Source: an optimization exercise on an open RTL-to-GDS flow (aim: small area and a short achievable clock period). Production flows keep margins and buffers that such runs may drop.
RTL that was checked went through simulation tests only; none was proved equivalent to the original.
The clock input has no modelled driver; a real chip could not lean on it and would need a root buffer or a full tree.

v16:
Design encoder, start of the top module:
module encoder (
    input clk,
    input rst_n,
    input [31:0] data_in,
    output logic [31:0] data_out
);
    logic [7:0] cnt;              
    logic [7:0] cnt_nxt;
    logic [1:0] u, un;
    logic [5:0] v, vn;
    assign cnt_nxt = (cnt == 8'd254) ? 8'd0 : cnt + 8'd1;
    assign u = cnt[7:6];
    assign v = cnt[5:0];
    assign un = cnt_nxt[7:6];
    assign vn = cnt_nxt[5:0];
    always_ff @(posedge clk) begin
        if (!rst_n) cnt <= 8'd254;
        else cnt <= cnt_nxt;
    end
    logic ptop;
    always_ff @(posedge clk) begin
        if (!rst_n) ptop <= 1'b0;
        else ptop <= (vn != 6'd0) && (vn <= 6'd59);
    end
    logic acc;
    assign acc = (vn < 6'd59) || (vn == 6'd59 && un != 2'd3);
    logic [3:0][7:0] enc;
    always_ff @(posedge clk) begin
        enc[3] <= data_in[31:24];
        if (acc) enc[2:0] <= data_in[23:0];
    end
    logic [7:0] el [0:3];
    logic [7:0] cat [0:7];        
    always_comb begin
        for (int s = 0; s < 4; s++) begin
            el[s] = enc[3 - s];
            cat[s] = enc[3 - s];
            cat[s + 4] = data_in[31 - 8 * s -: 8];
        end
    end
    logic [3:0][7:0] rot;
    logic [3:0][7:0] rot_d;
    always_comb begin
        for (int j = 0; j < 4; j++) begin
            rot_d[j] = cat[j + 3 - un];
            if ((j == 0 && vn == 6'd0) || vn > 6'd59 || !rst_n) rot_d[j] = 8'd0;
        end
    end
    always_ff @(posedge clk) begin
        rot <= rot_d;
    end
    logic [127:0] par;            
    logic [127:0] peff;
    logic [31:0] fb;              
    logic [127:0] mp;
    logic [127:0] pnew;
    assign peff[127:96] = ptop ? par[127:96] : 32'd0;
    assign peff[95:64] = par[95:64];
  ...
Size: ~66 I/O pins, ~0.015 mm2 of cells after synthesis.
Settings: LEC_CHECK=0, CAP_MARGIN=20, CORE_MARGIN=2, CORE_UTILIZATION=65, CTS_CLUSTER_DIAMETER=100, CTS_CLUSTER_SIZE=20, SLEW_MARGIN=20; clock period 14.0 ns.
standard.sh (not shown) runs the stock make flow with config.mk's settings and CLKGATE_MAP_FILE= SYNTH_SCRIPT=/design/flow/synth_recipe.tcl, a recipe that flattens the netlist after the stock synthesis.
==> flow/flow/run.sh <==
#!/bin/bash
# Standard layout, except: the synthesis maps with flow/abc_speed.script,
# the ports get plain buffers, and timing repair aims below the period.
set -euo pipefail
rm -rf scripts_local
cp -r "$FLOW_HOME/scripts" scripts_local
cp flow/abc_speed.script scripts_local/abc_speed.script
export SCRIPTS_DIR=$PWD/scripts_local
export BUFFER_PORTS_ARGS="-buffer_cell sky130_fd_sc_hd__buf_2"
export SETUP_SLACK_MARGIN=10.5
bash standard.sh > standard.log 2>&1
==> flow/flow/abc_speed.script <==
strash
dch -f
map -a
topo
stime -c
v16: done, clean on timing, DRC and antenna
## Diff of input files: v3 against v16
-- flow/flow/run.sh --
<<< v16, line 9
export BUFFER_PORTS_ARGS="-buffer_cell sky130_fd_sc_hd__buf_2"
export SETUP_SLACK_MARGIN=10.5
bash standard.sh > standard.log 2>&1
>>> v3, line 9
export BUFFER_PORTS_ARGS="-buffer_cell sky130_fd_sc_hd__buf_2"
export SETUP_SLACK_MARGIN=10.2
bash standard.sh > standard.log 2>&1
==> comparison <==
- Between v16 and v3, post-route cell area decreased.
- v3 ends up with a register-to-register setup slack that is 0.30 ns lower than in v16.
- Per the comparison of v3 with v16, highest attainable clock frequency fell by 4.8%; utilization fell by 3.7 points; final wirelength fell by 1.8%.
- v3 reports its master of the slowest instance on the critical path as sky130_fd_sc_hd__clkinv_1 while v16 reports sky130_fd_sc_hd__dfxtp_1.
Changes in v8 relative to v3:
-- flow/flow/run.sh --
<<< v3, line 9
export BUFFER_PORTS_ARGS="-buffer_cell sky130_fd_sc_hd__buf_2"
export SETUP_SLACK_MARGIN=10.2
bash standard.sh > standard.log 2>&1
>>> v8, line 9
export BUFFER_PORTS_ARGS="-buffer_cell sky130_fd_sc_hd__buf_2"
export SETUP_SLACK_MARGIN=0
bash standard.sh > standard.log 2>&1
==> flow/flow/abc_speed.script <==
strash
dch -f
&get -n
&nf -R 20 -p
&put
topo
stime -c
buffer -c
upsize -c
dnsize -c
==> run notes <==
v8 completed; timing, DRC and antenna clean. Final routed wirelength across all metal layers (v8 vs. v3) decreases by more than 10%. Against v3, global placer's final weighted congestion in v8 fell by more than 10%. Multi-input combinational cell area delta (v8 -> v3): insignificant. Higher detail-routed via count per cell goes to v3 over v8. Looking only at die height, and setting everything else aside, the lower value of v3 and v8 goes to v3. The count of clock-buffer cells in the layout in v3 is 1.10 times that in v8. Between v3 and v8, the flow reports non-clock buffer count decreasing by more than a quarter. Compared with v3, in v8 final worst hold slack now smaller; synthesis-to-finish area growth fell by 11 points.


## blue
encoder, a different RTL version from the one above (not shown whole).
For scale: about 1500 cells after synthesis, ~66 I/O pins, roughly 15000 um2 of cells after synthesis.
==> flow/config.mk <==
export PLATFORM = sky130hd
export DESIGN_NAME = encoder
export DESIGN_NICKNAME = encoder
export VERILOG_FILES = /design/flow/design.v
export SDC_FILE = /design/flow/constraint.sdc
export NUM_CORES = 8
export LEC_CHECK = 0
export CAP_MARGIN = 20
export CORE_MARGIN = 2
export CORE_UTILIZATION = 65
export SLEW_MARGIN = 20
==> flow/constraint.sdc <==
create_clock -name core_clock -period 14.0 [get_ports {clk}]
set_input_delay 2.8000 -clock core_clock [delete_from_list [all_inputs] [get_ports {clk}]]
set_output_delay 2.8000 -clock core_clock [all_outputs]
set_load 0.01 [all_outputs]
==> flow/flow/run.sh <==
#!/bin/bash
# Standard layout, except: the synthesis maps with flow/abc_speed.script,
# the clock tree is flow/ctree.tcl's two-level tree, the ports get plain
# buffers, timing repair aims below the period, and the wire capacitance
# the placement-stage timing estimates use is scaled up by 1.3 (closer to
# the extracted values).
set -euo pipefail
rm -rf scripts_local
cp -r "$FLOW_HOME/scripts" scripts_local
cp flow/abc_speed.script scripts_local/abc_speed.script
sed -i 's|^log_cmd clock_tree_synthesis .*|source $::env(CTREE_TCL)|' scripts_local/cts.tcl
grep -q CTREE_TCL scripts_local/cts.tcl
python3 - "$FLOW_HOME/platforms/sky130hd/setRC.tcl" 1.3 > setRC_scaled.tcl <<'PY'
import re, sys
s = open(sys.argv[1]).read()
k = float(sys.argv[2])
print(re.sub(r'-capacitance ([0-9.Ee+-]+)', lambda m: '-capacitance %g' % (float(m.group(1)) * k), s))
PY
export LAYER_PARASITICS_FILE=$PWD/setRC_scaled.tcl
export CTREE_TCL=$PWD/flow/ctree.tcl
export CTREE_LEAF=20
export CTREE_BUF_LEAF=sky130_fd_sc_hd__clkbuf_16
export CTREE_BUF_TOP=sky130_fd_sc_hd__clkbuf_16
export SCRIPTS_DIR=$PWD/scripts_local
export BUFFER_PORTS_ARGS="-buffer_cell sky130_fd_sc_hd__buf_2"
export SETUP_SLACK_MARGIN=10.25
bash standard.sh > standard.log 2>&1
==> flow/flow/abc_speed.script <==
strash
&get -n
&dch -f
&nf -R 1000 -p
&put
topo
stime -c
Other scripts of this flow, unchanged in this note and not shown: flow/flow/ctree.tcl
blue: full flow OK, the timing, DRC and antenna checks passed
#### Input delta (purple over blue)
==> flow/flow/abc_speed.script <==
strash
dch -f
&get -n
&nf -R 1000 -p
&put
topo
stime -c
--- outcome ---
Between blue and purple, the flow reports number of nets produced by synthesis increasing slightly.
Tightest hold margin: purple vs blue down 0.018 ns
Changes observed in purple relative to blue: sequential share of layout area fell 0.19 points, placed cell area rose 71 um2, critical path depth in cells fell 4, required time of the critical path fell 2.99 ns, placeable core region rose 0.31%.
Summary: design area, purple worse than blue
Compared with blue, in purple number of vias in the routed layout increased 129, reg2reg setup slack decreased 0.12 ns, global-route met3 utilization increased 2.0 points.
No functional check of the RTL was part of any run of this note. No run of this note takes its clock network from TritonCTS; it comes from the design's own scripts or RTL.

-- port drivers added, routing unchanged --
In the flow no input, the clock included, has a driving cell. The finished layouts below were timed again as built, in two steps.
Step 1 sets driving cells, clkbuf_16 on the clock port and buf_2 on the other inputs (assumed; they add their load-dependent delay and slew).
Step 2, shift: input delay + t, output delay - t, t = (earliest + latest rising clock arrival at the registers) / 2. This alone moves slack from input paths to output paths.
a / b / c = ideal / step 1 / step 2; a / b = the first two.
run	t (ns)	setup WS [ns]	hold slack, ns	worst setup path after step 2	worst data-port slew with drivers (ns)
v16	0.552	10.217 / 10.166 / 10.014	0.462 / 0.462 / 0.462	input to register	0.05
v3	0.559	10.026 / 10.026 / 9.864	0.471 / 0.471 / 0.471	input to register	0.04
v8	0.554	9.536 / 9.536 / 9.307	0.452 / 0.452 / 0.452	input to register	0.03
blue	0.420	10.390 / 10.319 / 10.071	0.487 / 0.487 / 0.487	input to register	0.03
purple	0.416	10.395 / 10.279 / 10.152	0.468 / 0.468 / 0.468	input to register	0.04
After both steps every run listed still meets setup and hold. The setup slack of blue, which loses most, moves by -0.071 ns with the drivers and by -0.319 ns with both steps.
